From an optimization exercise on the open Yosys and OpenROAD flow, aimed at small area and a short achievable clock period; shortcuts taken in it are not production practice. Only simulation tests tie the RTL to the original design; equivalence was not proved.

==> run a <==
## gb80_cpu
module gb80_cpu(
   F_data, A_data, instruction, IF_data,
   IE_data, regs_data, mem_we_l, mem_re_l, halt, debug_halt,
   cpu_addr_out, data_out,
   data_in,
   IF_in, IE_in, IF_load, IE_load, cpu_mem_disable, clock, reset,
   bp_addr, bp_step, bp_continue, ext_halt
   );
clock: 10.0 ns
lec_check: 0
cap_margin: 20
core_margin: 2
core_utilization: 55
cts_buf_list: sky130_fd_sc_hd__clkbuf_4 sky130_fd_sc_hd__clkbuf_8
place_density: 0.65
setup_slack_margin: 4.5
slew_margin: 20
run.sh (not shown) runs the stock make flow with config.mk's settings and CLKGATE_MAP_FILE= SYNTH_SCRIPT=/design/flow/synth_recipe.tcl, a recipe that flattens the netlist after the stock synthesis.
==> run b (differences from run a) <==
--- a/flow/design.v
+++ b/flow/design.v
@@ -424,19 +424,19 @@
    assign alu_data_gate = cw_alu_data_gate;
    assign regfile_addr_gate = cw_regfile_addr_gate;
    assign interrupt_data_gate = cw_interrupt_data_gate;
    assign alu_data1_in_sel = cw_alu_data1_in_sel;
    assign alu_data0_in_sel = cw_alu_data0_in_sel;
    assign addr_ff00_sel = cw_addr_ff00_sel;
    assign alu_op = cw_alu_op;
    assign alu_size = cw_alu_size;
-   wire               halt_d = (halted & ~int_entry & ~halt_bug) |
-                               (run & cw_halt_set);
-   assign halt = (ext_halt | bp_hit) ? halted : halt_d;
+   assign halt = ext_halt ? halted :
+                 ((halted & ~(int_entry & ~bp_pc) & ~halt_bug) |
+                  (run & cw_halt_set));
    wire [3:0]         m_cycles = (stall | idle) ? 4'd1 : cw_m_cycles;
    wire [5:0]         next_cycle_high = {1'b0, cycle} + 6'b1;
    wire               last = next_cycle_high[5:2] == m_cycles;
    wire [4:0]         next_cycle = last ? 5'd0 : next_cycle_high[4:0];
    wire               next_cb = ~last & (cb | (run & cw_set_cb));
    wire               next_branch_taken = ~last &
                                           (branch_taken | (run & cw_set_bt));
    wire               next_interrupt_handle = ~last & interrupt_handle;
@@ -2246,31 +2246,31 @@
    assign data_ext_in = (high_mem) ? high_mem_rdata :
                         (cpu_mem_disable) ? 8'h0 : data_in;
    assign addr_ext_in = 16'h0;
    assign data_out = data_ext_out;
    hram #(127) high_mmmod(.rdata(high_mem_rdata),
                           .wdata(data_ext_out),
                           .addr(addr_ext_out[6:0]),
                           .mem_we(addr_buf_write_ext & data_buf_write_ext &
-                                  high_mem & ~kill),
+                                  high_mem & ~ext_halt),
                           .reset(reset),
                           .clock(clock));
    wire [7:0]    temp1_data, temp0_data;
    wire [4:0]   IF_in_l, IE_in_l;
    wire         IME_data;
    wire         IE_load_l;
    reg [4:0]   interrupt_mask;  
    reg [2:0]   interrupt_sel;  
    reg [3:0]   interrupt_addr_bits;  
    wire         IF_load_l;  
    wire         interrupt_data_gate;  
    wire         interrupt;  
    assign interrupt = ~((IF_data & IE_data) == 5'd0);
-   assign IF_in_l = (IF_load_l & ~kill) ? IF_in | (IF_data & interrupt_mask) : IF_in;
+   assign IF_in_l = (IF_load_l & ~ext_halt) ? IF_in | (IF_data & interrupt_mask) : IF_in;
    assign IE_load_l = (~mem_we_l) ? addr_ext_out == 16'hffff : 1'b0;
    assign IE_in_l = (IE_load_l) ? data_ext_out[4:0] : IE_in;
    always @(*) begin
       casex (IF_data & IE_data)
         5'bxx_xx1: begin
            interrupt_sel = 3'd0;
            interrupt_mask = 5'b11_110;
         end
@@ -2307,18 +2307,18 @@
    wire [7:0]   alu_data_out;
    reg [7:0]    alu_data1_in, alu_data0_in;
    wire [3:0]   alu_flags_in, alu_flags_out;
    assign alu_flags_in = F_data[7:4];
    wire [15:0]  regfile_data_out, regfile_data_addr;
    wire [7:0]   regfile_data_in;
    wire        addr_buf_load, addr_buf_write;
    wire        data_buf_load, data_buf_write;
-   assign mem_we_l = ~(data_buf_write_ext & ~high_mem & ~cpu_mem_disable & ~kill);
-   assign mem_re_l = ~(data_buf_load_ext & ~high_mem & ~cpu_mem_disable & ~kill);
+   assign mem_we_l = ~(data_buf_write_ext & ~high_mem & ~cpu_mem_disable & ~ext_halt);
+   assign mem_re_l = ~(data_buf_load_ext & ~high_mem & ~cpu_mem_disable & ~ext_halt);
    wire        inst_reg_load, A_load, F_load, temp1_load, temp0_load;
    wire        IME_set, IME_reset;
    wire        regfile_data_gate, A_data_gate, F_data_gate, regfile_addr_gate;
    wire        alu_data_gate;
    wire [1:0]  alu_data1_in_sel, alu_data0_in_sel;
    wire        addr_ff00_sel;
    wire [4:0]  alu_op;
    wire [1:0]  alu_size;
@@ -2342,58 +2342,58 @@
         2'd3: alu_data1_in = temp1_data;
       endcase
    end
    assign regfile_data_in = data_bus;
    nobus_buffer #(8, 0) data_buf(.bus_in(data_bus),
                                  .bus_out(data_buf_q),
                                  .bus_ext_out(data_ext_out),
                                  .bus_ext_in(data_ext_in),
-                                 .bus_read(data_buf_load & ~kill),
+                                 .bus_read(data_buf_load & ~ext_halt),
                                  .bus_write(data_buf_write),
-                                 .bus_ext_read(data_buf_load_ext & ~kill),
+                                 .bus_ext_read(data_buf_load_ext & ~ext_halt),
                                  .clock(clock),
                                  .reset(reset));
    nobus_buffer #(16, 0) addr_buf(.bus_in(addr_bus),
                                   .bus_out(addr_buf_q),
                                   .bus_ext_out(addr_ext_out),
                                   .bus_ext_in(addr_ext_in),
                                   .bus_read(addr_buf_load & ~kill),
                                   .bus_write(addr_buf_write),
-                                  .bus_ext_read(addr_buf_load_ext & ~kill),
+                                  .bus_ext_read(addr_buf_load_ext & ~ext_halt),
                                   .clock(clock),
                                   .reset(reset));
    register #(8, 0) inst_reg(.q(instruction),
                              .d(data_bus),
-                             .load(inst_reg_load & ~kill),
+                             .load(inst_reg_load & ~ext_halt),
                              .clock(clock),
                              .reset(reset));
    register #(8, 8'h11) A_reg(.q(A_data),
                           .d(alu_data_out),
-                          .load(A_load & ~kill),
+                          .load(A_load & ~ext_halt),
                           .clock(clock),
                           .reset(reset));
    register #(8, 8'hB0) F_reg(.q(F_data),
                           .d({alu_flags_out, 4'b0}),
-                          .load(F_load & ~kill),
+                          .load(F_load & ~ext_halt),
                           .clock(clock),
                           .reset(reset));
    register #(8, 0) temp1_reg(.q(temp1_data),
                               .d(data_bus),
                               .load(temp1_load & ~kill),
                               .clock(clock),
                               .reset(reset));
    register #(8, 0) temp0_reg(.q(temp0_data),
                               .d(data_bus),
-                              .load(temp0_load & ~kill),
+                              .load(temp0_load & ~ext_halt),
                               .clock(clock),
                               .reset(reset));
    register #(5, 0) IF_reg(.q(IF_data),
                            .d(IF_in_l),
-                           .load((IF_load_l & ~kill) | IF_load),
+                           .load((IF_load_l & ~ext_halt) | IF_load),
                            .clock(clock),
                            .reset(reset));
    register #(5, 0) IE_reg(.q(IE_data),
                            .d(IE_in_l),
                            .load((IE_load_l | IE_load) & ~ext_halt),
                            .clock(clock),
                            .reset(reset));
    register #(1, 1) IME_reg(.q(IME_data),
@@ -2600,35 +2600,10 @@
    end
    always @(posedge clock or posedge reset) begin
       if (reset) begin
          written <= {size{1'b0}};
       end else if (mem_we) begin
          written[addr] <= 1'b1;
       end
    end
-   wire [3:0]        lsel;
-   wire [31:0]       hsel;
-   genvar            k;
-   generate
-      for (k = 0; k < 4; k = k + 1) begin : ldec
-         assign lsel[k] = (addr[1:0] == k);
-      end
-      for (k = 0; k < 32; k = k + 1) begin : hdec
-         assign hsel[k] = (addr[6:2] == k);
-      end
-   endgenerate
-   reg [8:0]         grp, rd;
-   integer           h, l;
-   always @(*) begin
-      rd = 9'd0;
-      for (h = 0; h < 32; h = h + 1) begin
-         grp = 9'd0;
-         for (l = 0; l < 4; l = l + 1) begin
-            if (h * 4 + l < size) begin
-               grp = grp | ({9{lsel[l]}} & {written[h*4+l], data[h*4+l]});
-            end
-         end
-         rd = rd | ({9{hsel[h]}} & grp);
-      end
-   end
-   assign rdata = rd[8] ? rd[7:0] : 8'hee;
+   assign rdata = written[addr] ? data[addr] : 8'hee;
 endmodule
CORE_UTILIZATION = 40   (was 55)
CTS_BUF_LIST = default   (was sky130_fd_sc_hd__clkbuf_4 sky130_fd_sc_hd__clkbuf_8)
PLACE_DENSITY = 0.55   (was 0.65)
SETUP_SLACK_MARGIN = 5.0   (was 4.5)
==> out/metrics.cfg <==
[status]
outcome = no timing/DRC/antenna violations

[placement]
place_congestion = 1.04
dp_slack_ns = 2.56
placed_area_um2 = 70300

[cells_and_area]
seq_area_um2 = 39200
final_util_pct = 49.8
fill_cells = 14588

[synthesis]
synth.yosys.seq_area_share_pct = 59.5
synthXorXnorAreaFrac_pct = 0.873
synth_top_area_share_pct = 46.4

[global_route]
grt.met3_usage_pct = 7.81

[clock_network]
cts_setup_buffers = 193
cts_resized = 546

[setup_path]
slowest_delay_ns = 0.41

[timing]
final.min_clock_period_ns = 5.56
worst_slew_pin_slew_ns = 1.28

[power_and_ir_drop]
comb_power_share_pct = 54.4
power_switching_w = 0.0137

-- figures above: run b

==> out/metrics.cfg <==
[placement]
place_congestion = 1.07
placed_area_um2 = 70000
dp_slack_ns = 1.87

[setup_path]
slowest_delay_ns = 0.44

[synthesis]
synth_top_area_share_pct = 46.0
synthXorXnorAreaFrac_pct = 0.933
synth.yosys.seq_area_share_pct = 59.0

[status]
outcome = no timing/DRC/antenna violations

[cells_and_area]
final_util_pct = 67.0
seq_area_um2 = 39200

[clock_network]
cts_resized = 442

-- figures above: run a

static timing again, ports no longer ideal:
In the flow no input, the clock included, has a driving cell. The finished layouts below were timed again as built, in two steps.
Step 1 assumes that a clkbuf_16 drives the clock port and a buf_2 every other input.
Step 2, shift: input delay + t, output delay - t, t = (earliest + latest rising clock arrival at the registers) / 2. This alone moves slack from input paths to output paths.
Three values: no drivers, after step 1, after step 2; two values: the first two.
| run | t, ns | setup slack, ns | slew at the worst register clock pin (ns) | cell pins on the clock port's net |
|---|---|---|---|---|
| run a | 1.010 | 3.916 / 3.878 / 2.960 | 0.08 / 0.08 | 1 |
| run b | 0.854 | 4.439 / 4.407 / 4.333 | 0.07 / 0.07 | 1 |
After both steps setup and hold are still met in every run listed. For run a, which loses most, drivers alone change the setup slack by -0.038 ns; drivers and shift together by -0.956 ns.
